This is an optimization exercise on Yosys and OpenROAD, whose aim is small area and a short achievable clock period, not a production implementation. RTL that was checked went through simulation tests only; none was proved equivalent to the original. For run 4, only the layout was checked, not whether the RTL still works. Power figures rest on the tool's default switching activity, not on a simulated workload.

--- flow/run.sh ---
#!/bin/bash
# Own flow for RISC_TOY_SYS. Runs in the standard flow's work folder (design.v,
# config.mk, standard.sh, synth_recipe.tcl, flow/, out/).
#  1. design_gl.v: design.v with two combinational modules replaced by
#     gate-level ones (flow/gen_gl.py): the register file's read selector
#     (RFREAD, an a222oi AND-OR tree) and the EX operand selector's last
#     gate (OPMUX, a21o). They have no registers, so the registers are the
#     standard synthesis's.
#  2. Synthesis is synth_recipe.tcl with the ABC pass called through a Tcl
#     proc (same arguments; the script is flow/abc.script if present).
#  3. the standard layout (standard.sh) with small port buffers
#     (buf_2) instead of buffer_ports' default delay cells, and repair_timing
#     aimed below the clock period (the SDC is unchanged); clock tree
#     synthesis without dummy loads.
# Each tool's output goes to a log file of its own here.
set -euo pipefail
W=$(pwd)
python3 flow/gen_gl.py "$W/rfread_gl.v" > gen_gl.log 2>&1
python3 - "$W/design.v" "$W/rfread_gl.v" "$W/design_gl.v" > design_gl.log 2>&1 <<'PY'
import re, sys
src = open(sys.argv[1]).read()
gl = open(sys.argv[2]).read()
for m in ("RFREAD", "OPMUX"):
    pat = re.compile(r"\bmodule\s+" + m + r"\b.*?\bendmodule\b", re.S)
    assert len(pat.findall(src)) == 1, m + " not found exactly once"
    src = pat.sub("", src)
open(sys.argv[3], "w").write(src + "\n" + gl)
print("design_gl.v written")
PY
# ABC: ORFS's script, or flow/abc.script when there is one
if [[ -f flow/abc.script ]]; then
  ABCP="set i [lsearch \$args -script]; if {\$i >= 0} { lset args [expr {\$i+1}] $W/flow/abc.script }; "
else
  ABCP=""
fi
{
  echo 'proc synth {args} { yosys synth -nofsm -noshare {*}$args }'
  echo "proc abc {args} { ${ABCP}yosys abc {*}\$args }"
  tail -n +2 synth_recipe.tcl
} > my_synth.tcl
bash standard.sh \
  "VERILOG_FILES=$W/design_gl.v" \
  "SYNTH_SCRIPT=$W/my_synth.tcl" \
  "BUFFER_PORTS_ARGS=-buffer_cell sky130_fd_sc_hd__buf_2" \
  "SETUP_SLACK_MARGIN=8.4" \
  "CTS_ARGS=-sink_clustering_enable -repair_clock_nets -sink_clustering_size 24 -sink_clustering_max_diameter 100 -dont_use_dummy_load" \
  finish > standard_flow.log 2>&1
--- constraint.sdc ---
create_clock -name core_clock -period 14.0 [get_ports {CLK}]
set_input_delay 2.8000 -clock core_clock [delete_from_list [all_inputs] [get_ports {CLK}]]
set_output_delay 2.8000 -clock core_clock [all_outputs]
set_load 0.01 [all_outputs]
--- standard.sh ---
#!/bin/bash
# synth_recipe.tcl (not shown) runs the flow's synth.tcl, then flattens the netlist and writes it again
# the make line also repeats each setting of config.mk as NAME=value (left out here)
make -C /OpenROAD-flow-scripts/flow DESIGN_CONFIG=/design/flow/config.mk WORK_HOME=/design/flow/orfs CLKGATE_MAP_FILE= SYNTH_SCRIPT=/design/flow/synth_recipe.tcl "${@:-finish}"
--- config.mk ---
export PLATFORM = sky130hd
export DESIGN_NAME = RISC_TOY_SYS
export DESIGN_NICKNAME = RISC_TOY_SYS
export VERILOG_FILES = /design/flow/design.v
export SDC_FILE = /design/flow/constraint.sdc
export NUM_CORES = 8
export LEC_CHECK = 0
export CAP_MARGIN = 20
export CORE_MARGIN = 2
export CORE_UTILIZATION = 55
export CTS_CLUSTER_DIAMETER = 100
export CTS_CLUSTER_SIZE = 24
export SETUP_SLACK_MARGIN = 0.2
export SLEW_MARGIN = 20
--- design.v ---
module REGFILE (
    input  wire          CLK,
    input  wire          RSTN,
    input  wire          WE,
    input  wire [4:0]    WA,
    input  wire [31:0]   DI,
    output wire [1023:0] Q,         
    output wire [31:0]   VALID,     
    output wire [31:0]   CONSIG,
    output wire [31:0]   CONSIG_D    
);
    reg [31:0] r31;
    reg [30:0] valid;
    reg [31*32-1:0] rf;
    wire [31:0] wdec = WE ? (32'd1 << WA) : 32'd0;
    integer w;
    always @(posedge CLK) begin
        for (w = 0; w < 31; w = w + 1)
            if (wdec[w]) rf[w*32 +: 32] <= DI;
    end
    always @(posedge CLK or negedge RSTN) begin
        if (!RSTN) begin
            valid <= 31'd0;
            r31   <= 32'd0;
        end else begin
            valid <= valid | wdec[30:0];
            if (wdec[31]) r31 <= DI;
        end
    end
    assign Q      = {r31, rf};
    assign VALID  = {1'b1, valid};
    assign CONSIG = r31;
    assign CONSIG_D = wdec[31] ? DI : r31;
endmodule
module RFREAD (
    input  wire [32:0]      S,
    input  wire [33*32-1:0] D,
    output reg  [31:0]      Y
);
    integer k;
    always @(*) begin
        Y = 32'd0;
        for (k = 0; k < 33; k = k + 1)
            Y = Y | ({32{S[k]}} & D[k*32 +: 32]);
    end
endmodule
module OPMUX (
    input  wire [31:0] E,
    input  wire        S,
    input  wire [31:0] L,
    output wire [31:0] Y
);
    assign Y = E | ({32{S}} & L);
endmodule
module RISC_TOY (
    input  wire        CLK,
    input  wire        RSTN,
    output wire        IREQ,
    output wire [29:0] IADDR,
    input  wire [31:0] INSTR,
    output wire        DREQ,
    output wire [1:0]  DRW,
    output wire [29:0] DADDR,
    output wire [31:0] DWDATA,
    output wire [31:0] CONSIG,
    output wire [31:0] CONSIG_D,
    input  wire [31:0] DRDATA
);
    reg [31:0] PC, PC_ID;
    reg        jump_d;               
    reg [31:0] RD1_EX, RD2_EX, IMM_EX;
    reg        RW_EX, DREQ_EX, LD_EX;                    
    reg        BAL_EX, BZ_EX, BNZ_EX, BPOS_EX, BNEG_EX;   
    reg        DRW0_EX, LDRES_EX, LINK_EX;
    reg [4:0]  RAC_EX;
    reg [3:0]  SA_EX, SB_EX;         
    reg [5:0]  SBB_EX;               
    reg        SHREG_EX;             
    reg [4:0]  SHIMM_EX;
    reg        OP_ADD, OP_SUB;
    reg [3:0]  LUT_EX;      
    reg        OP_SHL, OP_LSR, OP_ASR, OP_ROR, OP_PC;
    reg [31:0] ALU_MEM, RD2_MEM;
    reg        RW_MEM, DREQ_MEM;                         
    reg [1:0]  DRW_MEM;
    reg [4:0]  RAC_MEM;
    reg        LDRES_MEM, LINK_MEM;
    reg [31:0] WBVAL;
    reg        RW_WB;                                    
    reg [4:0]  RAC_WB;
    reg        LD_WB;
    wire [31:0] RESULT_WB = LD_WB ? DRDATA : WBVAL;
    wire [4:0] op = INSTR[31:27];
    wire [4:0] fa = INSTR[26:22];
    wire [4:0] fb = INSTR[21:17];
    wire [4:0] fc = INSTR[16:12];
    wire isADD  = op == 5'b00000;
    wire isADDI = op == 5'b00001;
    wire isSUB  = op == 5'b00010;
    wire isNEG  = op == 5'b00011;
    wire isNOT  = op == 5'b00100;
    wire isAND  = op == 5'b00101;
    wire isANDI = op == 5'b00110;
    wire isOR   = op == 5'b00111;
    wire isORI  = op == 5'b01000;
    wire isXOR  = op == 5'b01001;
    wire isLSR  = op == 5'b01010;
    wire isASR  = op == 5'b01011;
    wire isSHL  = op == 5'b01100;
    wire isROR  = op == 5'b01101;
    wire isMOVI = op == 5'b01110;
    wire isJ    = op == 5'b01111;
    wire isJL   = op == 5'b10000;
    wire isBR   = op == 5'b10001;
    wire isBRL  = op == 5'b10010;
    wire isST   = op == 5'b10011;
    wire isSTR  = op == 5'b10100;
    wire isLD   = op == 5'b10101;
    wire isLDR  = op == 5'b10110;
    wire isLDIP = op == 5'b10111;
    wire isSTIP = op == 5'b11000;
    wire regwrite = isADD | isADDI | isSUB | isNEG | isNOT | isAND | isANDI | isOR |
                    isORI | isXOR | isLSR | isASR | isSHL | isROR | isMOVI | isJL |
                    isBRL | isLD | isLDR;
    wire memreq   = isST | isSTR | isLD | isLDR | isLDIP | isSTIP;
    wire isload   = isLD | isLDR | isLDIP;                   
    wire drw0     = isLDIP | isSTIP;                         
    wire branch   = isBR | isBRL;
    wire jump     = isJ | isJL;
    wire pcrel    = isLDR | isSTR;
    wire useimm   = isADDI | isANDI | isORI | isMOVI | isJ | isJL | isST | isSTR |
                    isLD | isLDR | isLDIP | isSTIP;
    wire nn  = isNEG | isNOT;
    wire stx = isST | isSTR;
    function mA;    
        input [4:0] R;
        input nn_, str_;
        input [4:0] fb_, fc_;
        mA = ~str_ & (nn_ ? (fc_ == R) : (fb_ == R));
    endfunction
    function mB;    
        input [4:0] R;
        input nn_, stx_;
        input [4:0] fa_, fc_;
        mB = stx_ ? (fa_ == R) : (~nn_ & (fc_ == R));
    endfunction
    wire taken;
    wire flush = taken | jump_d;
    wire hz    = LD_EX & (RAC_EX != 5'd0) &
                 (mA(RAC_EX, nn, isSTR, fb, fc) | mB(RAC_EX, nn, stx, fa, fc));
    wire vld   = ~taken & ~jump_d & ~hz;     
    wire [31:0] sext17 = {{15{INSTR[16]}}, INSTR[16:0]};
    wire [31:0] zext17 = {15'd0, INSTR[16:0]};
    wire [31:0] sext22 = {{10{INSTR[21]}}, INSTR[21:0]};
    wire [31:0] zext22 = {10'd0, INSTR[21:0]};
    wire [31:0] P4_ID  = PC_ID + 32'd4;
    wire        tbase  = ~(INSTR[31] & INSTR[29]);
    wire [31:0] target = (tbase ? P4_ID : PC_ID) + sext22;
    reg [31:0] imm_ID;
    always @(*) begin
        if (jump)                      imm_ID = P4_ID;       
        else if (isBRL)                imm_ID = PC_ID;       
        else if (isST | isLD)          imm_ID = (fb == 5'b11111) ? zext17 : sext17;
        else if (isSTR | isLDR)        imm_ID = target;      
        else if (isLDIP | isSTIP)      imm_ID = zext22;
        else                           imm_ID = sext17;
    end
    wire [1023:0] rf_q;
    wire [31:0]   rf_valid;
    REGFILE u_rf (
        .CLK(CLK), .RSTN(RSTN),
        .WE(RW_WB), .WA(RAC_WB), .DI(RESULT_WB),
        .Q(rf_q), .VALID(rf_valid),
        .CONSIG(CONSIG), .CONSIG_D(CONSIG_D)
    );
    wire fwd1 = RW_WB & (RAC_WB != 5'd0) & mA(RAC_WB, nn, isSTR, fb, fc);
    wire fwd2 = RW_WB & (RAC_WB != 5'd0) & mB(RAC_WB, nn, stx, fa, fc);
    wire [31:0] decfa = 32'd1 << fa;
    wire [31:0] decfb = 32'd1 << fb;
    wire [31:0] decfc = 32'd1 << fc;
    wire [31:0] wbm   = RW_WB ? ((32'd1 << RAC_WB) & 32'hFFFFFFFE) : 32'd0;
    wire [31:0] rmask = rf_valid & ~wbm;
    wire [31:0] dec1  = (nn ? decfc : decfb) & rmask;
    wire [31:0] dec2  = (stx ? decfa : nn ? 32'd0 : decfc) & rmask;
    wire [32:0] sel1 = {fwd1, dec1};
    wire [32:0] sel2 = {fwd2, dec2};
    wire [31:0] RD1_ID, RD2_ID;
    RFREAD u_rd1 (.S(sel1), .D({RESULT_WB, rf_q}), .Y(RD1_ID));
    RFREAD u_rd2 (.S(sel2), .D({RESULT_WB, rf_q}), .Y(RD2_ID));
    wire fmA = RW_EX  & (RAC_EX  != 5'd0) & mA(RAC_EX,  nn, isSTR, fb, fc);
    wire fwA = RW_MEM & (RAC_MEM != 5'd0) & mA(RAC_MEM, nn, isSTR, fb, fc);
    wire fmB = RW_EX  & (RAC_EX  != 5'd0) & mB(RAC_EX,  nn, stx, fa, fc);
    wire fwB = RW_MEM & (RAC_MEM != 5'd0) & mB(RAC_MEM, nn, stx, fa, fc);
    wire zeroA = (fb == 5'b11111);
    wire [3:0] sa_ID = pcrel ? 4'b0000 :      
                       zeroA ? 4'b0000 :
                       fmA   ? 4'b0010 :
                       fwA   ? (LDRES_MEM ? 4'b1000 : 4'b0100) : 4'b0001;
    wire [3:0] sb_ID = fmB   ? 4'b0010 :
                       fwB   ? (LDRES_MEM ? 4'b1000 : 4'b0100) : 4'b0001;
    wire [31:0] A_EX;
    wire [31:0] PCp4 = PC + 32'd4;
    wire [31:0] pc_base = (hz & ~jump_d) ? PC : (jump & ~jump_d) ? target : PCp4;
    wire [31:0] pc_next = taken ? A_EX : pc_base;
    always @(posedge CLK or negedge RSTN) begin
        if (!RSTN) begin
            PC     <= 32'd0;
            PC_ID  <= 32'd0;
            jump_d <= 1'b0;
        end else begin
            PC     <= pc_next;
            PC_ID  <= flush ? 32'd0 : hz ? PC_ID : PC;
            jump_d <= jump & ~flush;
        end
    end
    assign IREQ  = RSTN ? 1'b1 : 1'b0;
    assign IADDR = PC[29:0];
    wire [2:0] bc = INSTR[2:0];
    always @(posedge CLK or negedge RSTN) begin
        if (!RSTN) begin
            RW_EX   <= 1'b0;
            DREQ_EX <= 1'b0;
            LD_EX   <= 1'b0;
            BAL_EX  <= 1'b0;
            BZ_EX   <= 1'b0;
            BNZ_EX  <= 1'b0;
            BPOS_EX <= 1'b0;
            BNEG_EX <= 1'b0;
        end else begin
            RW_EX   <= vld & regwrite;
            DREQ_EX <= vld & memreq;
            LD_EX   <= vld & isload;
            BAL_EX  <= vld & branch & (bc == 3'b001);
            BZ_EX   <= vld & branch & (bc == 3'b010);
            BNZ_EX  <= vld & branch & (bc == 3'b011);
            BPOS_EX <= vld & branch & (bc == 3'b100);
            BNEG_EX <= vld & branch & (bc == 3'b101);
        end
    end
    always @(posedge CLK) begin
        RD1_EX    <= RD1_ID;
        RD2_EX    <= RD2_ID;
        IMM_EX    <= imm_ID;
        RAC_EX    <= fa;
        DRW0_EX   <= drw0;
        LDRES_EX  <= isload;
        LINK_EX   <= isJL | isBRL;
        SA_EX     <= isNEG ? 4'b0000 : sa_ID;
        SB_EX     <= sb_ID;
        SBB_EX    <= isNEG ? {sa_ID[0], 1'b0, sa_ID[3:1], 1'b0} : useimm ? 6'b010000 : {2'b00, sb_ID};
        SHREG_EX  <= INSTR[5];
        SHIMM_EX  <= INSTR[4:0];
        OP_ADD    <= isADD | isADDI | isST | isSTR | isLD | isLDR;
        OP_SUB    <= isSUB | isNEG;
        LUT_EX    <= (isAND | isANDI)                     ? 4'b1000 :
                     (isOR | isORI)                       ? 4'b1110 :
                     isXOR                                ? 4'b0110 :
                     isNOT                                ? 4'b0011 :
                     (isMOVI | branch | isLDIP | isSTIP)  ? 4'b1010 : 4'b0000;
        OP_PC     <= isJL;      
        OP_SHL    <= isSHL;
        OP_LSR    <= isLSR;
        OP_ASR    <= isASR;
        OP_ROR    <= isROR;
    end
    wire [31:0] A_e  = ({32{SA_EX[0]}} & RD1_EX)  | ({32{SA_EX[1]}} & ALU_MEM) |
                       ({32{SA_EX[2]}} & WBVAL);
    wire [31:0] R2_e = ({32{SB_EX[0]}} & RD2_EX)  | ({32{SB_EX[1]}} & ALU_MEM) |
                       ({32{SB_EX[2]}} & WBVAL);
    wire [31:0] B_e  = ({32{SBB_EX[0]}} & RD2_EX)  | ({32{SBB_EX[1]}} & ALU_MEM) |
                       ({32{SBB_EX[2]}} & WBVAL)   | ({32{SBB_EX[4]}} & IMM_EX) |
                       ({32{SBB_EX[5]}} & RD1_EX);
    wire [31:0] A, R2, B;
    OPMUX u_opa (.E(A_e),  .S(SA_EX[3]),  .L(DRDATA), .Y(A));
    OPMUX u_opr (.E(R2_e), .S(SB_EX[3]),  .L(DRDATA), .Y(R2));
    OPMUX u_opb (.E(B_e),  .S(SBB_EX[3]), .L(DRDATA), .Y(B));
    assign A_EX = A;
    wire r2z = (R2 == 32'd0);
    assign taken = BAL_EX | (BZ_EX & r2z) | (BNZ_EX & ~r2z) |
                   (BPOS_EX & ~R2[31]) | (BNEG_EX & R2[31]);
    wire [31:0] Y   = B ^ {32{OP_SUB}};
    wire [31:0] SUM = A + Y + {31'd0, OP_SUB};
    wire [4:0] sh = SHREG_EX ? R2[4:0] : SHIMM_EX;
    function [31:0] rev32;
        input [31:0] v;
        integer i;
        begin
            for (i = 0; i < 32; i = i + 1) rev32[i] = v[31-i];
        end
    endfunction
    wire [31:0] SX = OP_SHL ? rev32(A) : A;
    wire [31:0] RR = (({SX, SX}) >> sh);
    wire [31:0] MK = 32'hFFFFFFFF >> sh;
    wire [31:0] T  = RR & MK;
    wire [31:0] SHR = T | ({32{OP_ASR & A[31]}} & ~MK);
    wire [31:0] alu =
        ({32{OP_ADD | OP_SUB}} & SUM) |
        ({32{LUT_EX[0]}} & ~A & ~B) |
        ({32{LUT_EX[1]}} & ~A &  B) |
        ({32{LUT_EX[2]}} &  A & ~B) |
        ({32{LUT_EX[3]}} &  A &  B) |
        ({32{OP_PC}}    & PC) |
        ({32{OP_SHL}}   & rev32(T)) |
        ({32{OP_LSR | OP_ASR}} & SHR) |
        ({32{OP_ROR}}   & RR);
    always @(posedge CLK or negedge RSTN) begin
        if (!RSTN) begin
            RW_MEM   <= 1'b0;
            DREQ_MEM <= 1'b0;
        end else begin
            RW_MEM   <= RW_EX;
            DREQ_MEM <= DREQ_EX;
        end
    end
    always @(posedge CLK) begin
        ALU_MEM   <= alu;
        RD2_MEM   <= LINK_EX ? IMM_EX : R2;    
        DRW_MEM   <= {LD_EX, DRW0_EX};
        RAC_MEM   <= RAC_EX;
        LDRES_MEM <= LDRES_EX;
        LINK_MEM  <= LINK_EX;
    end
    assign DREQ   = DREQ_MEM;
    assign DRW    = DRW_MEM;
    assign DADDR  = ALU_MEM[29:0];
    assign DWDATA = RD2_MEM;
    always @(posedge CLK or negedge RSTN) begin
        if (!RSTN) RW_WB <= 1'b0;
        else       RW_WB <= RW_MEM;
    end
    always @(posedge CLK) begin
        WBVAL  <= LINK_MEM ? RD2_MEM : ALU_MEM;
        RAC_WB <= RAC_MEM;
        LD_WB  <= LDRES_MEM;
    end
endmodule
module MAC10 (
    input  wire [9:0] acc,
    input  wire [3:0] a,
    input  wire [3:0] b,
    output wire [9:0] s
);
    wire t1 = acc[3] ^ (a[1] & b[2]);
    wire t2 = acc[3] & (a[1] & b[2]);
    wire t3 = acc[4] ^ (a[2] & b[2]) ^ ~(a[3] & b[1]);
    wire t4 = (acc[4] & (a[2] & b[2])) | (acc[4] & ~(a[3] & b[1])) | ((a[2] & b[2]) & ~(a[3] & b[1]));
    wire t5 = acc[2] ^ (a[0] & b[2]);
    wire t6 = acc[2] & (a[0] & b[2]);
    wire t7 = (a[2] & b[1]) ^ ~(a[3] & b[0]) ^ ~(a[0] & b[3]);
    wire t8 = ((a[2] & b[1]) & ~(a[3] & b[0])) | ((a[2] & b[1]) & ~(a[0] & b[3])) | (~(a[3] & b[0]) & ~(a[0] & b[3]));
    wire t9 = ~(a[1] & b[3]) ^ 1'b1 ^ t3;
    wire t10 = (~(a[1] & b[3]) & 1'b1) | (~(a[1] & b[3]) & t3) | (1'b1 & t3);
    wire t11 = acc[5] ^ ~(a[3] & b[2]) ^ ~(a[2] & b[3]);
    wire t12 = (acc[5] & ~(a[3] & b[2])) | (acc[5] & ~(a[2] & b[3])) | (~(a[3] & b[2]) & ~(a[2] & b[3]));
    wire t13 = acc[1] ^ (a[0] & b[1]);
    wire t14 = acc[1] & (a[0] & b[1]);
    wire t15 = (a[1] & b[1]) ^ (a[2] & b[0]) ^ t5;
    wire t16 = ((a[1] & b[1]) & (a[2] & b[0])) | ((a[1] & b[1]) & t5) | ((a[2] & b[0]) & t5);
    wire t17 = t1 ^ t7 ^ t6;
    wire t18 = (t1 & t7) | (t1 & t6) | (t7 & t6);
    wire t19 = t2 ^ t9 ^ t8;
    wire t20 = (t2 & t9) | (t2 & t8) | (t9 & t8);
    wire t21 = t4 ^ t11 ^ t10;
    wire t22 = (t4 & t11) | (t4 & t10) | (t11 & t10);
    wire t23 = acc[6] ^ (a[3] & b[3]) ^ t12;
    wire t24 = (acc[6] & (a[3] & b[3])) | (acc[6] & t12) | ((a[3] & b[3]) & t12);
    wire t25 = acc[7] ^ 1'b1;
    wire t26 = acc[7] & 1'b1;
    wire t27 = acc[8] ^ 1'b1;
    wire t28 = acc[8] & 1'b1;
    wire t29 = acc[9] ^ 1'b1;
    wire t30 = acc[9] & 1'b1;
    wire [9:0] x = {t29, t27, t25, t23, t21, t19, t17, t15, (a[1] & b[0]), acc[0]};
    wire [9:0] y = {t28, t26, t24, t22, t20, t18, t16, t14, t13, (a[0] & b[0])};
    wire [10:0] c; assign c[0] = 1'b0;
    genvar i; generate for (i = 0; i < 10; i = i + 1) begin : g
        assign s[i] = x[i] ^ y[i] ^ c[i];
        assign c[i+1] = (x[i] & y[i]) | (x[i] & c[i]) | (y[i] & c[i]);
    end endgenerate
endmodule
module CUSTOM_IP (
    input  wire        CLK,
    input  wire        RSTN,
    input  wire [31:0] IPIN,
    input  wire [31:0] CON,
    input  wire [31:0] CON_D,    
    output wire [31:0] IPOUT
);
    wire start_bit = CON[2];
    wire is_3x3    = CON[0];
    wire init_bit  = CON[1];
    reg        receiving_enable, computing_enable;
    reg [2:0]  cnt;
    reg [4:0]  exec_cnt;
    reg        clr_mac, update_ready;
    reg [1:0]  mac_enable;
    reg        last_start_bit;
    reg        zrows;
    reg [15:0] buf0, buf1, buf2, buf3, buf4, buf5, buf6, buf7;
    wire start_evt = start_bit & ~last_start_bit & ~receiving_enable & ~computing_enable;
    always @(posedge CLK or negedge RSTN) begin
        if (!RSTN) begin
            receiving_enable <= 1'b0;
            computing_enable <= 1'b0;
            cnt              <= 3'd0;
            exec_cnt         <= 5'd0;
            clr_mac          <= 1'b0;
            update_ready     <= 1'b0;
            mac_enable       <= 2'b00;
            last_start_bit   <= 1'b0;
            zrows            <= 1'b0;
        end else begin
            last_start_bit <= start_bit;
            if (init_bit) begin
                receiving_enable <= 1'b0;
                computing_enable <= 1'b0;
                cnt              <= 3'd0;
                exec_cnt         <= 5'd0;
            end
            if (start_evt) begin
                receiving_enable <= 1'b1;
                cnt              <= 3'd1;
                zrows            <= 1'b0;
            end else if (receiving_enable) begin
                if (cnt == 3'd7) begin
                    receiving_enable <= 1'b0;
                    cnt              <= 3'd0;
                    computing_enable <= 1'b1;
                    exec_cnt         <= 5'd0;
                    if (init_bit) zrows <= 1'b1;
                end else begin
                    cnt <= cnt + 3'd1;
                end
            end
            if (computing_enable && !init_bit) begin
                exec_cnt <= exec_cnt + 5'd1;
                if (exec_cnt == 5'd0) begin
                    clr_mac      <= 1'b1;
                    update_ready <= 1'b1;
                    mac_enable   <= is_3x3 ? 2'b01 : 2'b11;
                end else if (exec_cnt == 5'd1) begin
                    clr_mac <= 1'b0;
                end else if (exec_cnt > 5'd12) begin
                    computing_enable <= 1'b0;
                    update_ready     <= 1'b0;
                    mac_enable       <= 2'b00;
                    exec_cnt         <= 5'd0;
                end
            end else if (init_bit) begin
                clr_mac      <= 1'b1;
                update_ready <= 1'b1;
                mac_enable   <= is_3x3 ? 2'b01 : 2'b11;
            end else begin
                clr_mac      <= 1'b0;
                update_ready <= 1'b0;
                mac_enable   <= 2'b00;
            end
        end
    end
    wire [15:0] wdata = (is_3x3 && receiving_enable && (cnt == 3'd3 || cnt == 3'd7)) ? 16'd0 : IPIN[15:0];
    wire [7:0]  wrow  = start_evt ? 8'd1 : receiving_enable ? (8'd1 << cnt) : 8'd0;
    always @(posedge CLK) begin
        if (wrow[0]) buf0 <= wdata;
        if (wrow[1]) buf1 <= wdata;
        if (wrow[2]) buf2 <= wdata;
        if (wrow[3]) buf3 <= wdata;
        if (wrow[4]) buf4 <= wdata;
        if (wrow[5]) buf5 <= wdata;
        if (wrow[6]) buf6 <= wdata;
        if (wrow[7]) buf7 <= wdata;
    end
    wire [15:0] row [0:7];
    assign row[0] = buf0;
    assign row[1] = buf1;
    assign row[2] = buf2;
    assign row[3] = buf3;
    assign row[4] = buf4;
    assign row[5] = buf5;
    assign row[6] = buf6;
    assign row[7] = buf7;
    wire [13:0] d;
    genvar ge;
    generate
        for (ge = 0; ge < 14; ge = ge + 1) begin : g_dec
            assign d[ge] = computing_enable & (exec_cnt == ge);
        end
    endgenerate
    reg [3:0] a_in_row [0:3];
    reg [3:0] b_in_col [0:3];
    integer r, c, t;
    always @(*) begin
        for (r = 0; r < 4; r = r + 1) begin
            a_in_row[r] = 4'd0;
            for (t = 0; t < 4; t = t + 1)
                if (d[r + t + 2] && !zrows && !(is_3x3 && (r == 3 || t == 3)))
                    a_in_row[r] = a_in_row[r] | row[r][t*4 +: 4];
        end
        for (c = 0; c < 4; c = c + 1) begin
            b_in_col[c] = 4'd0;
            for (t = 0; t < 4; t = t + 1)
                if (d[c + t + 2] && !(zrows && t != 3) && !(is_3x3 && c == 3))
                    b_in_col[c] = b_in_col[c] | row[4 + t][c*4 +: 4];
        end
    end
    reg  [63:0]  a_q, b_q;
    reg  [159:0] acc_q;
    reg  [1:0]   gvalid;
    wire [63:0]  pa, pb;
    wire [15:0]  en;
    wire [159:0] acc_d;
    genvar gi, gj;
    generate
        for (gi = 0; gi < 4; gi = gi + 1) begin : g_i
            for (gj = 0; gj < 4; gj = gj + 1) begin : g_j
                localparam integer N = gi * 4 + gj;
                wire [9:0] macs;
                assign en[N] = (gi == 3 || gj == 3) ? mac_enable[1] : mac_enable[0];
                if (gj == 0) begin : g_a0
                    assign pa[N*4 +: 4] = a_in_row[gi];
                end else begin : g_a1
                    assign pa[N*4 +: 4] = a_q[(N-1)*4 +: 4];
                end
                if (gi == 0) begin : g_b0
                    assign pb[N*4 +: 4] = b_in_col[gj];
                end else begin : g_b1
                    assign pb[N*4 +: 4] = b_q[(N-4)*4 +: 4];
                end
                MAC10 u_mac (.acc(acc_q[N*10 +: 10]), .a(pa[N*4 +: 4]), .b(pb[N*4 +: 4]), .s(macs));
                assign acc_d[N*10 +: 10] = clr_mac ? 10'd0 : macs;
            end
        end
    endgenerate
    integer m;
    always @(posedge CLK or negedge RSTN) begin
        if (!RSTN) begin
            a_q <= 64'd0;
            b_q <= 64'd0;
        end else begin
            for (m = 0; m < 16; m = m + 1)
                if (en[m]) begin
                    a_q[m*4 +: 4] <= pa[m*4 +: 4];
                    b_q[m*4 +: 4] <= pb[m*4 +: 4];
                end
        end
    end
    integer q;
    always @(posedge CLK) begin
        for (q = 0; q < 16; q = q + 1)
            if (en[q] & update_ready) acc_q[q*10 +: 10] <= acc_d[q*10 +: 10];
    end
    always @(posedge CLK or negedge RSTN) begin
        if (!RSTN) gvalid <= 2'b00;
        else       gvalid <= gvalid | (mac_enable & {2{update_ready & clr_mac}});
    end
    wire [1:0]  gvalid_d = gvalid | (mac_enable & {2{update_ready & clr_mac}});
    wire [3:0]  sel_d    = {CON_D[7:6], CON_D[5:4]};
    wire        selg_d   = (CON_D[7:6] == 2'd3) | (CON_D[5:4] == 2'd3);
    wire        on_d     = CON_D[8] & gvalid_d[selg_d];
    reg  [15:0] rsel;
    always @(posedge CLK or negedge RSTN) begin
        if (!RSTN) rsel <= 16'd0;
        else       rsel <= on_d ? (16'd1 << sel_d) : 16'd0;
    end
    reg [9:0] cval;
    integer s;
    always @(*) begin
        cval = 10'd0;
        for (s = 0; s < 16; s = s + 1)
            cval = cval | ({10{rsel[s]}} & acc_q[s*10 +: 10]);
    end
    assign IPOUT = {{22{cval[9]}}, cval};
endmodule
module RISC_TOY_SYS (
    input  wire          CLK,
    input  wire          RSTN,
    output wire          IREQ,
    output wire [29:0]   IADDR,
    input  wire [31:0]   INSTR,
    output wire          DREQ,
    output wire [1:0]    DRW,
    output wire [29:0]   DADDR,
    output wire [31:0]   DWDATA,
    input  wire [31:0]   DRDATA,
    output wire [31:0]   CONSIG,
    input  wire [31:0]   IPIN,
    output wire [31:0]   IPOUT
);
    wire [31:0] consig_d;    
    RISC_TOY u_core (
        .CLK    (CLK),
        .RSTN   (RSTN),
        .IREQ   (IREQ),
        .IADDR  (IADDR),
        .INSTR  (INSTR),
        .DREQ   (DREQ),
        .DRW    (DRW),
        .DADDR  (DADDR),
        .DWDATA (DWDATA),
        .CONSIG (CONSIG),
        .CONSIG_D (consig_d),
        .DRDATA (DRDATA)
    );
    CUSTOM_IP u_ip (
        .CLK    (CLK),
        .RSTN   (RSTN),
        .IPIN   (IPIN),
        .CON    (CONSIG),
        .CON_D  (consig_d),
        .IPOUT  (IPOUT)
    );
endmodule
--- flow/gen_gl.py ---
#!/usr/bin/env python3
"""Writes gate-level (sky130hd cells) versions of two RTL modules, used by
flow/run.sh in place of the RTL ones:
  RFREAD (rtl/model.v): 33-way one-hot AND-OR, 32 bits (a222oi tree);
  OPMUX (rtl/stage_EX.v): Y = E | (S & L), 32 bits (one a21o per bit)."""
import sys
P = "sky130_fd_sc_hd__"
NT, W = 33, 32
o = ["// Generated by flow/gen_gl.py for the own flow.",
     "module RFREAD (S, D, Y);",
     f"  input [{NT-1}:0] S;",
     f"  input [{NT*W-1}:0] D;",
     f"  output [{W-1}:0] Y;"]
for b in range(W):
    o.append(f"  wire [10:0] n{b};")
    o.append(f"  wire [2:0] p{b};")
    for g in range(11):
        t = [3*g, 3*g+1, 3*g+2]
        o.append(f"  {P}a222oi_1 a{b}_{g} (.A1(S[{t[0]}]), .A2(D[{t[0]*W+b}]), .B1(S[{t[1]}]), .B2(D[{t[1]*W+b}]), .C1(S[{t[2]}]), .C2(D[{t[2]*W+b}]), .Y(n{b}[{g}]));")
    o.append(f"  {P}nand4_1 q{b}_0 (.A(n{b}[0]), .B(n{b}[1]), .C(n{b}[2]), .D(n{b}[3]), .Y(p{b}[0]));")
    o.append(f"  {P}nand4_1 q{b}_1 (.A(n{b}[4]), .B(n{b}[5]), .C(n{b}[6]), .D(n{b}[7]), .Y(p{b}[1]));")
    o.append(f"  {P}nand3_1 q{b}_2 (.A(n{b}[8]), .B(n{b}[9]), .C(n{b}[10]), .Y(p{b}[2]));")
    o.append(f"  {P}or3_1 r{b} (.A(p{b}[0]), .B(p{b}[1]), .C(p{b}[2]), .X(Y[{b}]));")
o.append("endmodule")
o += ["module OPMUX (E, S, L, Y);",
      "  input [31:0] E;", "  input S;", "  input [31:0] L;", "  output [31:0] Y;"]
for b in range(32):
    o.append(f"  {P}a21o_1 m{b} (.A1(S), .A2(L[{b}]), .B1(E[{b}]), .X(Y[{b}]));")
o.append("endmodule")
open(sys.argv[1], "w").write("\n".join(o) + "\n")
==> results.py, run 1 <==
metrics = {
    "timing": {
        "final.period_utilization_pct": 41.50,
        "worst_pin_slew_ns": 1.265,
        "slew_viol_final": 0,
        "period_minus_slack_ns": 5.809,
        "hold_viol": 0,
        "timing.fmax_mhz": 172.1,
        "rsz0062_at_grt": "yes",
        "tns_ns": 0,
        "skew_ns": 0.1323,
        "slew_headroom_pct": 14.77,
        "setup_violations": 0,
    },
    "drt": {
        "first_pass_iters": 15,
        "antenna_left": 0,
        "vias": 72904,
        "drc": 0,
        "drt_iter0_markers": 15859,
        "wl_per_cell_um": 37.54,
        "avgViaCountPerCell": 7.542,
        "drt-total-wl_um": 362800,
    },
    "synthesis": {
        "ys_seq_area_share_pct": 54.72,
        "synth_top_area_cell": "edfxtp_1",
        "ys.flop_type": "edfxtp_1",
        "syn-instance-count": 7253,
        "synth_nets": 7762,
        "avgSynthCellArea_um2": 12.62,
        "syn-cell-area_mm2": 0.09151,
        "synth-async-reset-ratio_pct": 14.94,
        "ys_warn_count": 5,
        "synth_edf_count": 1280,
        "synth_top_area_share_pct": 42.00,
        "ys_ff_latch": 1794,
        "synth_area_leaders": "edfxtp_1, a222oi_1, dfrtp_1",
        "synth.distinct_cells": 94,
    },
    "finish": {
        "nets": 7963,
        "utilization_pct": 60.42,
        "fillers": 13285,
        "design_area_mm2": 0.09980,
        "register_area_mm2": 0.05008,
        "final_common_cell": "edfxtp_1",
        "syn2layout_area_growth_pct": 9.060,
        "final_cell_mix": "edfxtp_1, a222oi_1, nand2_1",
        "drive_gt1_share_pct": 16.61,
        "instances_no_fill": 9666,
        "multi_input_area_mm2": 0.03970,
    },
    "clocking": {
        "cts_tree": "built",
        "clkLatencyLatePin_ns": 0.79,
        "cts_buffer_depth": 3,
        "cts_buffers": 90,
        "clock-sinks": 1794,
        "hold_buffers": 0,
        "clk_pin_slew_ns": 0.09,
        "cts_root_buffer": "clkbuf_16",
        "cts_max_level": 3,
    },
    "setup_path": {
        "path_buf_inv": 2,
        "cp-start-kind": "input pin",
        "worstSetupEndpointType": "primary output",
        "worst-path-max-fanout": 3,
        "arrival_ns": 3.01,
        "path_class": "in -> out",
        "max_stage_delay_ns": 0.11,
        "cpLargestDelayFamily": "buffers and inverters",
        "crit_chain": "buf_16 > buf_6",
        "worst_path_max_delay_cell": "buf_6",
        "required_ns": 11.20,
    },
    "floorplanning": {
        "die_y_um": 411.9,
        "die_w_um": 411.9,
        "core_area_mm2": 0.1652,
        "die_area_mm2": 0.1697,
        "num_rows": 149,
        "ios": 258,
        "start_util_pct": 55.40,
    },
    "place": {
        "place.gp.congestion": 1.025,
        "placed_cells": 9466,
        "port_buffers": 241,
        "hpwl_um": 241300,
        "postPlaceCellArea_mm2": 0.09563,
    },
    "grt": {
        "grt_antenna_before_repair": 49,
        "grt_use_met3_pct": 13.10,
        "grtUsageTotal_pct": 41.39,
        "grt_use_met2_pct": 59.03,
        "met1_usage_pct": 58.16,
        "overflow": 0,
        "grt_max_degree": 90,
        "grt-busiest-layer": "met2",
        "grt_pass1_vias": 66914,
        "grt_pass1_wl_um": 499900,
    },
    "run_status": {
        "status": "timing/DRC/antenna clean",
    },
    "pwr": {
        "power.density_mw_per_mm2": 173.9,
        "p_leak_nw": 37.34,
        "peakVddDrop_mv": 0.1140,
    },
    "hold_path": {
        "hp-class": "reg -> reg",
    },
    "run": {
        "cap_violations": 0,
    },
}
-- layer usage --
metal  share of wire, %  routed length [um]  vias up
li1                   -                   -    29317
met1                 38              137200    36749
met2                 42              152100     5887
met3                 15               54330      911
met4                5.2               18850       40
met5               0.11                 391        -
-- power by group --
| part | switching [W] | leakage (nW) | total [W] | internal (W) |
|---|---|---|---|---|
| clock network | 0.00168 | 1.11 | 0.00283 | 0.00115 |
| registers | 0.00117 | 17.1 | 0.00809 | 0.00693 |
| logic | 0.00385 | 19.2 | 0.00643 | 0.00259 |
-- cells by family (layout without fill, tap and decap cells) --
| logic type | Yosys count | after routing | share of synthesized area (%) |
|---|---|---|---|
| XOR/XNOR | 220 | 220 | 2.106 |
| AND/OR/NAND/NOR | 1830 | 1832 | 9.953 |
| AO/OA/AOI/OAI | 1862 | 1862 | 16.83 |
| other | 0 | 25 | 0 |
| multiplexers | 348 | 348 | 4.913 |
| buffers and inverters | 788 | 985 | 3.751 |
| flip-flops | 1794 | 1794 | 54.72 |
| adder cells (fa/ha/maj) | 411 | 411 | 7.736 |
-- path summary, 6_finish.rpt --
path,startpoint,end,slack (ns),depth (start not counted)
setup / recovery,RSTN,IREQ,8.19,2
hold / removal,u_core.DREQ_EX,u_core.DREQ_MEM,0.34,0
setup reg to reg,u_ip.computing_enable,u_ip.acc_q[48],8.37,20
hold reg to reg,u_core.DREQ_EX,u_core.DREQ_MEM,0.34,0
max in group asynchronous,RSTN,u_ip.clr_mac,9.15,5
min in group asynchronous,RSTN,u_core.DREQ_MEM,2.00,1
-- Yosys cell counts (118+ instances only) --
cell,count
dfxtp_1,246
o21ai_0,156
nand3_1,136
mux2_2,204
nor2_1,378
nand4_1,171
nand2_1,498
clkbuf_1,240
and2_1,167
edfxtp_1,1280
a21oi_1,204
nor2b_1,141
fa_1,258
ha_1,153
buf_4,118
inv_1,374
dfrtp_1,268
a222oi_1,822
a21o_1,131
-- metrics by stage --
step / hold WS, ns / worst slack [ns] / total power (W)
4_1_cts: 0.3508 / 8.189 / 0.01710
3_3_place_gp: 0.3358 / 6.848 / 0.01409
5_1_grt: 0.3585 / 8.187 / 0.01817
6_report: 0.3439 / 8.191 / 0.01735
3_5_place_dp: 0.3361 / 6.845 / 0.01430
2_1_floorplan: 0.3096 / 7.794 / 0.01191
-- timing repair --
action / 4_1_cts / 5_1_grt
pin swaps: 70 / 92
endpoints found under the setup margin: 205 / 110
cloned: 6 / 2
setup buffers: 45 / 32
gates resized for setup: 168 / 132
-- final cells by class --
type | instances | area share (%)
clock buffers | 90 | 2.257
repair buffers | 520 | 3.558
inverters | 375 | 1.410
diodes | 25 | 0.06269
flip-flops and latches | 1794 | 50.19
multi-input cells | 4673 | 39.78
well taps | 2189 | 2.744
-- flip-flops by register name, indices dropped and copies added (netlist names), 31 cells and up --
| register | count |
|---|---|
| u_core.u_rf.r31 | 32 |
| u_core.IMM_EX | 32 |
| u_ip.a_q | 48 |
| u_core.PC | 32 |
| u_core.RD1_EX | 32 |
| u_core.RD2_EX | 32 |
| u_core.PC_ID | 32 |
| u_ip.acc_q | 160 |
| u_core.WBVAL | 32 |
| u_core.u_rf.rf | 992 |
| u_ip.b_q | 48 |
| u_core.RD2_MEM | 32 |
| u_core.u_rf.valid | 31 |
| u_core.ALU_MEM | 32 |
==> inputs of run 2 (changes only) <==
--- a/flow/run.sh
+++ b/flow/run.sh
@@ -43,5 +43,5 @@
   "SYNTH_SCRIPT=$W/my_synth.tcl" \
   "BUFFER_PORTS_ARGS=-buffer_cell sky130_fd_sc_hd__buf_2" \
   "SETUP_SLACK_MARGIN=8.4" \
-  "CTS_ARGS=-sink_clustering_enable -repair_clock_nets -sink_clustering_size 24 -sink_clustering_max_diameter 100 -dont_use_dummy_load" \
+  "CTS_ARGS=-sink_clustering_enable -repair_clock_nets -sink_clustering_size 14 -sink_clustering_max_diameter 80 -buf_list sky130_fd_sc_hd__clkbuf_8 -dont_use_dummy_load" \
   finish > standard_flow.log 2>&1
--- a/config.mk
+++ b/config.mk
@@ -8,7 +8,8 @@
 export CAP_MARGIN = 20
 export CORE_MARGIN = 2
 export CORE_UTILIZATION = 55
-export CTS_CLUSTER_DIAMETER = 100
-export CTS_CLUSTER_SIZE = 24
+export CTS_BUF_LIST = sky130_fd_sc_hd__clkbuf_8
+export CTS_CLUSTER_DIAMETER = 80
+export CTS_CLUSTER_SIZE = 14
 export SETUP_SLACK_MARGIN = 0.2
 export SLEW_MARGIN = 20
==> run 2 against run 1 <==
Final cell count grew 0.60%; cell area decreased by 0.26%; via count is essentially flat; die area is the same; sequential cell count unchanged; clock-buffer cell count increased by 63; critical path depth unchanged; clock power fell by 5%; non-clock buffer count grew 4; combinational power fell by 0.6%; register-to-register slack is essentially flat; largest power group unchanged.
==> results.py, run 2 <==
metrics = {
    "pwr": {
        "pwr-share-clk_pct": 15.7,
        "power.density_mw_per_mm2": 172.7,
        "p_int_w": 0.01047,
        "swShare_pct": 39.08,
        "seqPwrFrac_pct": 47.1,
        "peakVddDrop_mv": 0.1174,
        "p_switching_w": 0.006717,
        "pwr-share-comb_pct": 37.2,
        "p_leak_nw": 37.32,
    },
    "synthesis": {
        "syn-cell-area_mm2": 0.09151,
        "post-synth-top-count-cell": "edfxtp_1",
        "synth_top_area_share_pct": 42.00,
        "synth_nets": 7762,
        "ys_seq_area_share_pct": 54.72,
        "synth_top_area_cell": "edfxtp_1",
        "synthTopCellsByCount": "edfxtp_1, a222oi_1, nand2_1",
        "ys_ff_latch": 1794,
        "avgSynthCellArea_um2": 12.62,
        "synth-async-reset-ratio_pct": 14.94,
        "ys_warn_count": 5,
        "synth_edf_count": 1280,
        "ys.flop_type": "edfxtp_1",
        "syn-instance-count": 7253,
        "synth.distinct_cells": 94,
        "synth_area_leaders": "edfxtp_1, a222oi_1, dfrtp_1",
    },
    "timing": {
        "skew_ns": 0.1106,
        "final.period_utilization_pct": 41.49,
        "fin_ws_ns": 8.191,
        "slew_viol_final": 0,
        "tns_ns": 0,
        "setup_violations": 0,
        "hold_viol": 0,
        "period_minus_slack_ns": 5.809,
        "rsz0062_at_grt": "yes",
        "slew_headroom_pct": 15.00,
        "timing.fmax_mhz": 172.2,
        "worst_pin_slew_ns": 1.262,
    },
    "clocking": {
        "cts_buffers": 153,
        "cts_root_buffer": "clkbuf_8",
        "clock-sinks": 1794,
        "clkLatencyLatePin_ns": 0.96,
        "clk_pin_slew_ns": 0.09,
        "cts_buffer_depth": 3,
        "hold_buffers": 0,
        "cts_max_level": 4,
        "cts_tree": "built",
    },
    "drt": {
        "vias": 72837,
        "drt-total-wl_um": 363600,
        "antenna_left": 0,
        "first_pass_iters": 14,
        "wl_per_cell_um": 37.39,
        "drt_iter0_markers": 15987,
        "avgViaCountPerCell": 7.490,
        "drc": 0,
    },
    "finish": {
        "utilization_pct": 60.26,
        "nets": 8029,
        "top_regs": "u_core.u_rf.rf: 992 flops, u_ip.acc_q: 160 flops",
        "final_cell_mix": "edfxtp_1, a222oi_1, nand2_1",
        "syn2layout_area_growth_pct": 8.777,
        "drive_gt1_share_pct": 17.13,
        "largest_reg_flops": 992,
        "design_area_mm2": 0.09954,
        "final_common_cell": "edfxtp_1",
        "top_register": "u_core.u_rf.rf",
    },
    "place": {
        "port_buffers": 241,
        "postPlaceCellArea_mm2": 0.09563,
        "hpwl_um": 241300,
        "place.gp.congestion": 1.025,
        "pre_cts_ws_ns": 6.845,
    },
    "setup_path": {
        "cpLargestDelayFamily": "buffers and inverters",
        "worst-path-max-fanout": 3,
        "worst_path_max_delay_cell": "buf_6",
        "path_buf_inv": 2,
        "cp-start-kind": "input pin",
        "crit_chain": "buf_16 > buf_6",
        "path_class": "in -> out",
        "arrival_ns": 3.01,
        "required_ns": 11.20,
        "max_stage_delay_ns": 0.11,
        "worstSetupEndpointType": "primary output",
    },
    "grt": {
        "grt_pass1_vias": 67525,
        "grt_max_degree": 90,
        "grtUsageTotal_pct": 41.64,
        "overflow": 0,
        "grt_antenna_before_repair": 56,
        "grt_pass1_wl_um": 502400,
    },
    "floorplanning": {
        "start_util_pct": 55.40,
        "num_rows": 149,
        "die_w_um": 411.9,
        "core_area_mm2": 0.1652,
        "die_y_um": 411.9,
        "ios": 258,
        "die_area_mm2": 0.1697,
    },
    "hold_path": {
        "hp-class": "reg -> reg",
    },
    "run": {
        "cap_violations": 0,
    },
    "run_status": {
        "status": "timing/DRC/antenna clean",
    },
}
-- run 2: cell counts after synthesis --
Identical to the previous run, type by type.
-- run 2: cells by family (layout without fill, tap and decap cells) --
kind of cell               Yosys count  after routing  share of synthesized area (%)
AOI/OAI and AO/OA                 1862           1862                          16.83
and+or+nand+nor                   1830           1831                          9.953
DFF                               1794           1794                          54.72
buffers and inverters              788           1052                          3.751
adders and majority gates          411            411                          7.736
muxes                              348            348                          4.913
xor gates and xnor gates           220            220                          2.106
other                                0             17                              0
-- run 2: final timing paths --
| path | startpoint | endpoint | slack [ns] | cells after the start |
|---|---|---|---|---|
| worst min register to register | u_core.DREQ_EX | u_core.DREQ_MEM | 0.29 | 0 |
| worst max-delay path | RSTN | IREQ | 8.19 | 2 |
| worst min-delay path | u_core.DREQ_EX | u_core.DREQ_MEM | 0.29 | 0 |
| min in group asynchronous | RSTN | u_core.PC[15] | 1.82 | 1 |
| max in group asynchronous | RSTN | u_ip.clr_mac | 9.23 | 5 |
| worst max register to register | u_ip.computing_enable | u_ip.acc_q[38] | 8.37 | 23 |
-- run 2: power groups by stage --
| stage | Combinational [W] | Sequential [W] | Clock [W] |
|---|---|---|---|
| after floorplan | 0.00441 | 0.00750 | 0 |
| after global placement | 0.00598 | 0.00811 | 0 |
| after detailed placement | 0.00619 | 0.00812 | 0 |
| after CTS | 0.00624 | 0.00801 | 0.00270 |
| after global routing | 0.00701 | 0.00813 | 0.00288 |
| final | 0.00639 | 0.00809 | 0.00270 |
-- run 2: timing repair --
item | 4_1_cts | 5_1_grt
cloned | 6 | 1
gates resized for setup | 162 | 111
endpoints found under the hold margin | 0 | 0
setup endpoints to repair | 125 | 93
buffers inserted | 52 | 29
pin swaps | 74 | 84
-- run 2: metal layers --
metal / GRT usage [%] / up-vias / share of wire, %
li1: - / 29410 / -
met1: 58.28 / 36522 / 38
met2: 58.76 / 5875 / 42
met3: 13.98 / 978 / 15
met4: 18.95 / 52 / 5.4
met5: 0 / - / 0.097
-- run 2: area by class of cell --
class | instances | area, um2
repair buffers | 524 | 3590
multi-input cells | 4672 | 39550
inverters | 375 | 1408
well taps | 2189 | 2739
diodes | 17 | 42.54
fillers | 13344 | 65640
clock buffers | 153 | 2106
flip-flops and latches | 1794 | 50100
-- run 2: worst reg2reg max path: cells and delay by family, from the launching register on --
kind,cells,cell delay [ns]
buffers and inverters,7,0.90
and+or+nand+nor,7,0.86
AOI/OAI and AO/OA,1,0.31
adders and majority gates,8,2.98
DFF,1,0.40
-- run 2: through the flow --
| step | power [W] | std cells | hold WS, ns |
|---|---|---|---|
| final | 0.01719 | 9724 | 0.2925 |
| after CTS | 0.01695 | 9677 | 0.2941 |
| after floorplan | 0.01191 | 7253 | 0.3096 |
| after global placement | 0.01409 | 9465 | 0.3358 |
| after detailed placement | 0.01430 | 9466 | 0.3361 |
| after global routing | 0.01802 | 9710 | 0.3103 |
==> inputs of run 3 (changes only) <==
--- a/flow/run.sh
+++ b/flow/run.sh
@@ -9,7 +9,7 @@
 #  2. Synthesis is synth_recipe.tcl with the ABC pass called through a Tcl
 #     proc (same arguments; the script is flow/abc.script if present).
 #  3. the standard layout (standard.sh) with small port buffers
-#     (buf_2) instead of buffer_ports' default delay cells, and repair_timing
+#     (buf_1) instead of buffer_ports' default delay cells, and repair_timing
 #     aimed below the clock period (the SDC is unchanged); clock tree
 #     synthesis without dummy loads.
 # Each tool's output goes to a log file of its own here.
@@ -41,7 +41,8 @@
 bash standard.sh \
   "VERILOG_FILES=$W/design_gl.v" \
   "SYNTH_SCRIPT=$W/my_synth.tcl" \
-  "BUFFER_PORTS_ARGS=-buffer_cell sky130_fd_sc_hd__buf_2" \
+  "BUFFER_PORTS_ARGS=-buffer_cell sky130_fd_sc_hd__buf_1" \
   "SETUP_SLACK_MARGIN=8.4" \
+  "MAX_REPAIR_ANTENNAS_ITER_DRT=10" \
   "CTS_ARGS=-sink_clustering_enable -repair_clock_nets -sink_clustering_size 14 -sink_clustering_max_diameter 80 -buf_list sky130_fd_sc_hd__clkbuf_8 -dont_use_dummy_load" \
   finish > standard_flow.log 2>&1
--- a/config.mk
+++ b/config.mk
@@ -7,9 +7,10 @@
 export LEC_CHECK = 0
 export CAP_MARGIN = 20
 export CORE_MARGIN = 2
-export CORE_UTILIZATION = 55
+export CORE_UTILIZATION = 62
 export CTS_BUF_LIST = sky130_fd_sc_hd__clkbuf_8
 export CTS_CLUSTER_DIAMETER = 80
 export CTS_CLUSTER_SIZE = 14
+export PLACE_DENSITY = 0.68
 export SETUP_SLACK_MARGIN = 0.2
 export SLEW_MARGIN = 20
==> run 3 against run 2 <==
Fmax down 0.36%; critical path depth unchanged; via count up 1.9%; critical endpoint unchanged; synthesized cell count unchanged; largest power group unchanged; largest cell class unchanged.
==> results.py, run 3 <==
metrics = {
    "place": {
        "placed_cells": 9178,
        "place.gp.congestion": 1.091,
        "port_buffers": 241,
        "hpwl_um": 235200,
        "postPlaceCellArea_mm2": 0.09482,
    },
    "pwr": {
        "p_leak_nw": 36.53,
        "peakVddDrop_mv": 0.1374,
        "power.density_mw_per_mm2": 173.4,
        "finalPower_w": 0.01715,
    },
    "synthesis": {
        "synth_nets": 7762,
        "post-synth-top-count-cell": "edfxtp_1",
        "syn-instance-count": 7253,
        "avgSynthCellArea_um2": 12.62,
        "synth_edf_count": 1280,
        "synthTopCellsByCount": "edfxtp_1, a222oi_1, nand2_1",
        "ys_warn_count": 5,
        "ys.flop_type": "edfxtp_1",
        "ys_ff_latch": 1794,
        "syn-cell-area_mm2": 0.09151,
        "synth.distinct_cells": 94,
        "synth-async-reset-ratio_pct": 14.94,
        "ys_seq_area_share_pct": 54.72,
        "synth_top_area_share_pct": 42.00,
        "synth_area_leaders": "edfxtp_1, a222oi_1, dfrtp_1",
        "synth_top_area_cell": "edfxtp_1",
    },
    "finish": {
        "final_cell_mix": "edfxtp_1, a222oi_1, nand2_1",
        "top_regs": "u_core.u_rf.rf: 992 flops, u_ip.acc_q: 160 flops",
        "fillers": 10618,
        "drive_gt1_share_pct": 14.08,
        "design_area_mm2": 0.09890,
        "syn2layout_area_growth_pct": 8.078,
        "nets": 8031,
        "instances_no_fill": 9457,
        "final_common_cell": "edfxtp_1",
        "top_register": "u_core.u_rf.rf",
        "largest_reg_flops": 992,
    },
    "timing": {
        "period_minus_slack_ns": 5.830,
        "hold_viol": 0,
        "tns_ns": 0,
        "skew_ns": 0.1203,
        "final.period_utilization_pct": 41.64,
        "setup_violations": 0,
        "rsz0062_at_grt": "yes",
        "worst_pin_slew_ns": 1.079,
        "slew_headroom_pct": 28.10,
        "timing.fmax_mhz": 171.5,
        "slew_viol_final": 0,
    },
    "clocking": {
        "cts_buffer_depth": 3,
        "cts_buffers": 152,
        "clock-sinks": 1794,
        "cts_max_level": 4,
        "cts_tree": "built",
        "clk_pin_slew_ns": 0.05,
        "hold_buffers": 0,
        "clkLatencyLatePin_ns": 0.97,
        "cts_root_buffer": "clkbuf_8",
    },
    "setup_path": {
        "path_buf_inv": 2,
        "worstSetupEndpointType": "primary output",
        "worst-path-max-fanout": 2,
        "required_ns": 11.20,
        "crit_chain": "clkbuf_16 > buf_6",
        "max_stage_delay_ns": 0.12,
        "arrival_ns": 3.03,
        "cp-start-kind": "input pin",
        "cpLargestDelayFamily": "buffers and inverters",
        "worst_path_max_delay_cell": "clkbuf_16",
        "path_class": "in -> out",
    },
    "drt": {
        "first_pass_iters": 19,
        "drc": 0,
        "met1Wirelength_um": 123800,
        "routed.top_layer": "met5",
        "antenna_left": 0,
        "avgViaCountPerCell": 7.849,
        "drt_iter0_markers": 17523,
        "dr_wl_met2_um": 147200,
        "wl_per_cell_um": 37.57,
        "drt-total-wl_um": 355300,
        "route.met3.wl_um": 61570,
        "vias": 74231,
    },
    "grt": {
        "grt_antenna_before_repair": 59,
        "grt_pass1_wl_um": 497000,
        "overflow": 0,
        "grt_pass1_vias": 69005,
        "grtUsageTotal_pct": 45.89,
        "grt_max_degree": 151,
    },
    "floorplanning": {
        "ios": 258,
        "die_w_um": 388.2,
        "start_util_pct": 62.64,
        "die_area_mm2": 0.1507,
        "core_area_mm2": 0.1461,
        "die_y_um": 388.2,
        "num_rows": 140,
    },
    "hold_path": {
        "hp-class": "reg -> reg",
    },
    "run_status": {
        "status": "timing/DRC/antenna clean",
    },
    "run": {
        "cap_violations": 0,
    },
}
-- run 3: cell counts after synthesis --
Identical to the previous run, type by type.
-- run 3: layout make-up --
class                           count  area (um2)  area share (%)
Antenna cell                       20       50.05         0.05061
Timing Repair Buffer              522        3223           3.259
Clock buffer                      152        2092           2.115
Tap cell                         1917        2399           2.425
Sequential cell                  1794       50090           50.65
Multi-Input combinational cell   4677       39640           40.08
Inverter                          375        1410           1.426
-- run 3: per-layer routing --
metal  up-vias  GRT usage (%)
met4        56          22.85
met2      7016          64.71
met1     36389          62.22
li1      29421              -
met5         -              0
met3      1349          17.62
-- run 3: kinds of logic after synthesis --
kind of cell | Yosys count | share of synthesized area (%)
xor+xnor | 220 | 2.106
mux | 348 | 4.913
compound gates | 1862 | 16.83
simple gates | 1830 | 9.953
buf+inv | 788 | 3.751
fa+ha+maj | 411 | 7.736
flops | 1794 | 54.72
-- run 3: worst paths after layout --
kind                       depth (start not counted)                  start           endpoint  slack [ns]
hold reg to reg                                    0         u_core.DRW0_EX  u_core.DRW_MEM[0]        0.34
hold / removal                                     0         u_core.DRW0_EX  u_core.DRW_MEM[0]        0.34
max in group asynchronous                          4                   RSTN       u_ip.clr_mac        9.87
min in group asynchronous                          1                   RSTN    u_core.PC_ID[5]        1.68
setup / recovery                                   2                   RSTN               IREQ        8.17
setup reg to reg                                  20  u_ip.computing_enable     u_ip.acc_q[18]        8.28
-- run 3: power breakdown --
| group | switching [W] | internal (W) |
|---|---|---|
| sequential | 0.00120 | 0.00693 |
| combinational | 0.00382 | 0.00253 |
| clock | 0.00170 | 0.000969 |
| total | 0.00672 | 0.0104 |
-- run 3: worst reg2reg max path: cells and delay by family, from the launching register on --
family | cells | cell delay [ns]
adder cells (fa/ha/maj) | 8 | 3.13
AND/OR/NAND/NOR | 6 | 0.96
buffers and inverters | 5 | 0.66
AO/OA/AOI/OAI | 1 | 0.41
flip-flops | 1 | 0.40
-- run 3: stage by stage --
| step | utilization (%) | setup WS (ns) | hold WS [ns] |
|---|---|---|---|
| after floorplan | - | 7.794 | 0.3096 |
| after global placement | 64.90 | 6.422 | 0.3114 |
| after detailed placement | 64.91 | 6.316 | 0.3273 |
| after CTS | 67.05 | 8.170 | 0.3388 |
| after global routing | 67.67 | 8.147 | 0.3379 |
| final | 67.70 | 8.170 | 0.3397 |
-- run 3: repair_timing --
| action | 4_1_cts | 5_1_grt |
|---|---|---|
| gates resized for setup | 152 | 138 |
| setup buffers | 59 | 37 |
| pin swaps | 57 | 115 |
| setup endpoints to repair | 213 | 171 |
| hold endpoints to repair | 0 | 0 |
| cloned | 5 | 4 |
==> inputs of run 4 (changes only) <==
--- a/design.v
+++ b/design.v
@@ -530,18 +530,19 @@
             end
         end
     endgenerate
-    integer m;
+    reg  [1:0] flush;
     always @(posedge CLK or negedge RSTN) begin
-        if (!RSTN) begin
-            a_q <= 64'd0;
-            b_q <= 64'd0;
-        end else begin
-            for (m = 0; m < 16; m = m + 1)
-                if (en[m]) begin
-                    a_q[m*4 +: 4] <= pa[m*4 +: 4];
-                    b_q[m*4 +: 4] <= pb[m*4 +: 4];
-                end
-        end
+        if (!RSTN)               flush <= 2'd3;
+        else if (flush != 2'd0)  flush <= flush - 2'd1;
+    end
+    wire fl = (flush != 2'd0);
+    integer m;
+    always @(posedge CLK) begin
+        for (m = 0; m < 16; m = m + 1)
+            if (en[m] | fl) begin
+                a_q[m*4 +: 4] <= pa[m*4 +: 4];
+                b_q[m*4 +: 4] <= pb[m*4 +: 4];
+            end
     end
     integer q;
     always @(posedge CLK) begin
--- a/flow/run.sh
+++ b/flow/run.sh
@@ -9,7 +9,7 @@
 #  2. Synthesis is synth_recipe.tcl with the ABC pass called through a Tcl
 #     proc (same arguments; the script is flow/abc.script if present).
 #  3. the standard layout (standard.sh) with small port buffers
-#     (buf_1) instead of buffer_ports' default delay cells, and repair_timing
+#     (buf_2) instead of buffer_ports' default delay cells, and repair_timing
 #     aimed below the clock period (the SDC is unchanged); clock tree
 #     synthesis without dummy loads.
 # Each tool's output goes to a log file of its own here.
@@ -41,8 +41,7 @@
 bash standard.sh \
   "VERILOG_FILES=$W/design_gl.v" \
   "SYNTH_SCRIPT=$W/my_synth.tcl" \
-  "BUFFER_PORTS_ARGS=-buffer_cell sky130_fd_sc_hd__buf_1" \
+  "BUFFER_PORTS_ARGS=-buffer_cell sky130_fd_sc_hd__buf_2" \
   "SETUP_SLACK_MARGIN=8.4" \
-  "MAX_REPAIR_ANTENNAS_ITER_DRT=10" \
   "CTS_ARGS=-sink_clustering_enable -repair_clock_nets -sink_clustering_size 14 -sink_clustering_max_diameter 80 -buf_list sky130_fd_sc_hd__clkbuf_8 -dont_use_dummy_load" \
   finish > standard_flow.log 2>&1
--- a/config.mk
+++ b/config.mk
@@ -7,10 +7,9 @@
 export LEC_CHECK = 0
 export CAP_MARGIN = 20
 export CORE_MARGIN = 2
-export CORE_UTILIZATION = 62
+export CORE_UTILIZATION = 55
 export CTS_BUF_LIST = sky130_fd_sc_hd__clkbuf_8
 export CTS_CLUSTER_DIAMETER = 80
 export CTS_CLUSTER_SIZE = 14
-export PLACE_DENSITY = 0.68
 export SETUP_SLACK_MARGIN = 0.2
 export SLEW_MARGIN = 20
==> run 4 against run 3 <==
Critical endpoint is now u_ip.acc_q[19]; first-iteration DRC count shrank 11%; clock power about the same; clock-buffer cell count down 2; global-route usage is 4.8 points lower; still clean; total power fell by 11%.
==> results.py, run 4 <==
metrics = {
    "run_status": {
        "status": "timing/DRC/antenna clean",
    },
    "finish": {
        "largest_reg_flops": 992,
        "design_area_mm2": 0.09843,
        "multi_input_area_mm2": 0.03804,
        "register_area_mm2": 0.05062,
        "final_cell_mix": "edfxtp_1, a222oi_1, nand2_1",
        "fillers": 12991,
        "top_register": "u_core.u_rf.rf",
        "top_regs": "u_core.u_rf.rf: 992 flops, u_ip.acc_q: 160 flops",
        "instances_no_fill": 9525,
        "final_common_cell": "edfxtp_1",
        "syn2layout_area_growth_pct": 8.771,
        "drive_gt1_share_pct": 16.37,
        "nets": 7848,
    },
    "floorplanning": {
        "die_w_um": 409.6,
        "die_y_um": 409.6,
        "core_area_mm2": 0.1631,
        "start_util_pct": 55.47,
        "ios": 258,
        "die_area_mm2": 0.1678,
        "num_rows": 148,
    },
    "setup_path": {
        "timing.rr.start": "u_ip.exec_cnt[2]",
        "path_class": "reg -> reg",
        "reg2regPathDepth": 25,
        "required_ns": 14.63,
        "rrSetupSlack_ns": 8.09,
        "worstSetupEndpointType": "flip-flop",
        "cp-start-kind": "flip-flop",
        "worst-path-max-fanout": 6,
        "arrival_ns": 6.54,
        "rr_endpoint": "u_ip.acc_q[19]",
    },
    "drt": {
        "first_pass_iters": 14,
        "vias": 71202,
        "drt_iter0_markers": 15588,
        "antenna_left": 0,
        "wl_per_cell_um": 37.12,
        "drt-total-wl_um": 353500,
        "avgViaCountPerCell": 7.475,
        "drc": 0,
    },
    "clocking": {
        "cts_buffer_depth": 3,
        "clk_pin_slew_ns": 0.10,
        "cts_tree": "built",
        "clkLatencyLatePin_ns": 0.97,
        "hold_buffers": 0,
        "clock-sinks": 1796,
        "cts_root_buffer": "clkbuf_8",
        "cts_max_level": 4,
        "cts_buffers": 150,
    },
    "grt": {
        "overflow": 0,
        "grt_pass1_wl_um": 493600,
        "grtUsageTotal_pct": 41.04,
        "grt_antenna_before_repair": 58,
        "grt_pass1_vias": 66546,
        "grt_max_degree": 76,
    },
    "timing": {
        "skew_ns": 0.1227,
        "whs_ns": 0.3480,
        "rsz0062_at_grt": "yes",
        "timing.fmax_mhz": 169.2,
        "slew_headroom_pct": 18.03,
        "worst_pin_slew_ns": 1.229,
        "setup_violations": 0,
        "tns_ns": 0,
        "slew_viol_final": 0,
        "final.period_utilization_pct": 42.22,
        "hold_viol": 0,
        "period_minus_slack_ns": 5.910,
    },
    "place": {
        "hpwl_um": 234000,
        "postPlaceCellArea_mm2": 0.09441,
        "place.gp.congestion": 1.003,
        "port_buffers": 241,
        "placed_cells": 9250,
    },
    "synthesis": {
        "synth_xor_area_share_pct": 2.110,
        "syn-instance-count": 7064,
        "post-synth-top-count-cell": "edfxtp_1",
        "synth.distinct_cells": 85,
        "ys.flop_type": "edfxtp_1",
        "synth_top_area_share_pct": 45.66,
        "avgSynthCellArea_um2": 12.81,
        "synth_top_family_by_area": "compound AO/OA/AOI/OAI gates",
        "synth-async-reset-ratio_pct": 9.688,
        "synth_adder_area_share_pct": 7.851,
        "ys_ff_latch": 1796,
        "syn-cell-area_mm2": 0.09049,
        "synthSimpleGateAreaFrac_pct": 9.830,
        "synthMuxAreaShare_pct": 4.181,
        "synth_edf_count": 1376,
        "ys_seq_area_share_pct": 55.92,
        "synth_area_leaders": "edfxtp_1, a222oi_1, fa_1",
        "synth_nets": 7575,
        "synth_compound_area_share_pct": 16.40,
        "ys_warn_count": 5,
        "synth_top_area_cell": "edfxtp_1",
        "synthTopCellsByCount": "edfxtp_1, a222oi_1, nand2_1",
    },
    "pwr": {
        "peakVddDrop_mv": 0.1201,
        "p_leak_nw": 36.76,
        "finalPower_w": 0.01533,
        "power.density_mw_per_mm2": 155.8,
    },
    "hold_path": {
        "worstHoldStart": "u_core.DRW0_EX",
        "hp-class": "reg -> reg",
        "holdPathStages": 0,
        "hold_end": "u_core.DRW_MEM[0]",
    },
    "run": {
        "cap_violations": 0,
    },
}
-- run 4: cell count changes after synthesis, sizes merged, moves of 14 or more --
| cell | delta |
|---|---|
| a21oi | -15 |
| dfrtp | -96 |
| a31oi | -29 |
| nor2 | -14 |
| edfxtp | +96 |
| o21ai | +15 |
| mux2 | -70 |
| nand3 | -15 |
-- run 4: timing repair --
| action | CTS | global route |
|---|---|---|
| resized for setup | 196 | 78 |
| setup buffers | 80 | 22 |
| cloned | 5 | 2 |
| endpoints found under the hold margin | 0 | 0 |
| pin swaps | 89 | 71 |
| endpoints found under the setup margin | 149 | 110 |
-- run 4: worst max path at each step --
stage	startpoint	end	cells after the start
after global routing	u_ip.exec_cnt[2]	u_ip.acc_q[19]	25
after global placement	INSTR[29]	u_core.RD2_EX[23]	13
after detailed placement	INSTR[29]	u_core.RD2_EX[29]	13
after floorplan	INSTR[28]	u_core.RD1_EX[0]	11
after CTS	u_ip.exec_cnt[2]	u_ip.acc_q[49]	24
final	u_ip.exec_cnt[2]	u_ip.acc_q[19]	25
-- run 4: critical path, cell delays in order, from the launching register on --
cell,delay (ns)
dfrtp_2,0.42
nor3b_4,0.16
buf_6,0.14
nand2_4,0.10
nor2_4,0.06
buf_6,0.17
buf_12,0.13
a222oi_1,0.42
nand2_1,0.20
buf_6,0.17
and2_1,0.15
ha_1,0.28
inv_1,0.05
fa_1,0.54
fa_2,0.21
fa_1,0.15
inv_1,0.06
fa_2,0.40
fa_2,0.36
fa_2,0.39
fa_2,0.37
inv_2,0.07
fa_2,0.20
xor2_1,0.18
xnor2_1,0.14
nor2_1,0.05
-- run 4: stage by stage --
| step | util, % | worst slack, ns |
|---|---|---|
| global placement | 57.86 | 6.571 |
| CTS | 59.96 | 8.178 |
| finish | 60.34 | 8.090 |
| global route | 60.32 | 7.988 |
| floorplan | - | 7.524 |
| detailed placement | 57.87 | 6.540 |
-- run 4: layout make-up --
| type | instances | share of cell area (%) |
|---|---|---|
| multi-input cells | 4504 | 38.64 |
| well taps | 2175 | 2.765 |
| flip-flops and latches | 1796 | 51.43 |
| clock buffers | 150 | 2.097 |
| repair buffers | 512 | 3.607 |
| diodes | 15 | 0.03813 |
| inverters | 373 | 1.422 |
-- run 4: logic make-up (layout without fill, tap and decap cells) --
group                    Yosys count  count (layout)
flip-flops                      1796            1796
XOR/XNOR                         218             218
multiplexers                     286             286
adder cells (fa/ha/maj)          413             413
other                              0              15
buffers and inverters            767            1035
AND/OR/NAND/NOR                 1794            1797
AO/OA/AOI/OAI                   1790            1790
-- run 4: per-layer routing --
| metal | track usage, % | share of wire [%] | wire, um |
|---|---|---|---|
| met1 | 58.57 | 38 | 133100 |
| met2 | 58.65 | 42 | 148800 |
| met3 | 12.78 | 16 | 55320 |
| met4 | 15.94 | 4.5 | 15950 |
| met5 | 0 | 0.10 | 366 |
-- run 4: where the power goes --
group          internal, W  leakage (nW)  switching (W)  total [W]
registers          0.00679          16.8       0.000983    0.00778
clock network     0.000958          1.08        0.00172    0.00267
logic              0.00184          18.9        0.00304    0.00488

[afterwards: timing with drivers on the ports]
How much do the figures lean on ideal ports? The routed layouts below were timed once more, with nothing changed but the port constraints. Step 1 assumes that a clkbuf_16 drives the clock port and a buf_2 every other input. Step 2 adds t to the input delays and takes it off the output delays; t is the mean of the earliest and latest rising clock arrival at the registers after step 1. Input paths then give back, and output paths get back, about the clock's delay inside the block. Slacks: ideal ports / drivers / drivers and shift; pairs: ideal ports / drivers.
run | t, ns | setup slack, ns | worst setup path at the end | clock arrival spread, ns | worst register clock-pin slew, ns
run 1 | 0.826 | 8.191 / 8.000 / 7.510 | input to register | 0.138 / 0.137 | 0.11 / 0.11
run 2 | 0.996 | 8.191 / 8.053 / 7.380 | input to register | 0.112 / 0.112 | 0.10 / 0.10
run 3 | 0.998 | 8.170 / 8.102 / 7.297 | input to register | 0.127 / 0.126 | 0.10 / 0.10
run 4 | 0.989 | 8.090 / 8.063 / 7.246 | input to register | 0.124 / 0.124 | 0.11 / 0.11
After both steps setup and hold are still met in every run listed. The setup slack of run 3, which loses most, moves by -0.068 ns with the drivers and by -0.873 ns with both steps.
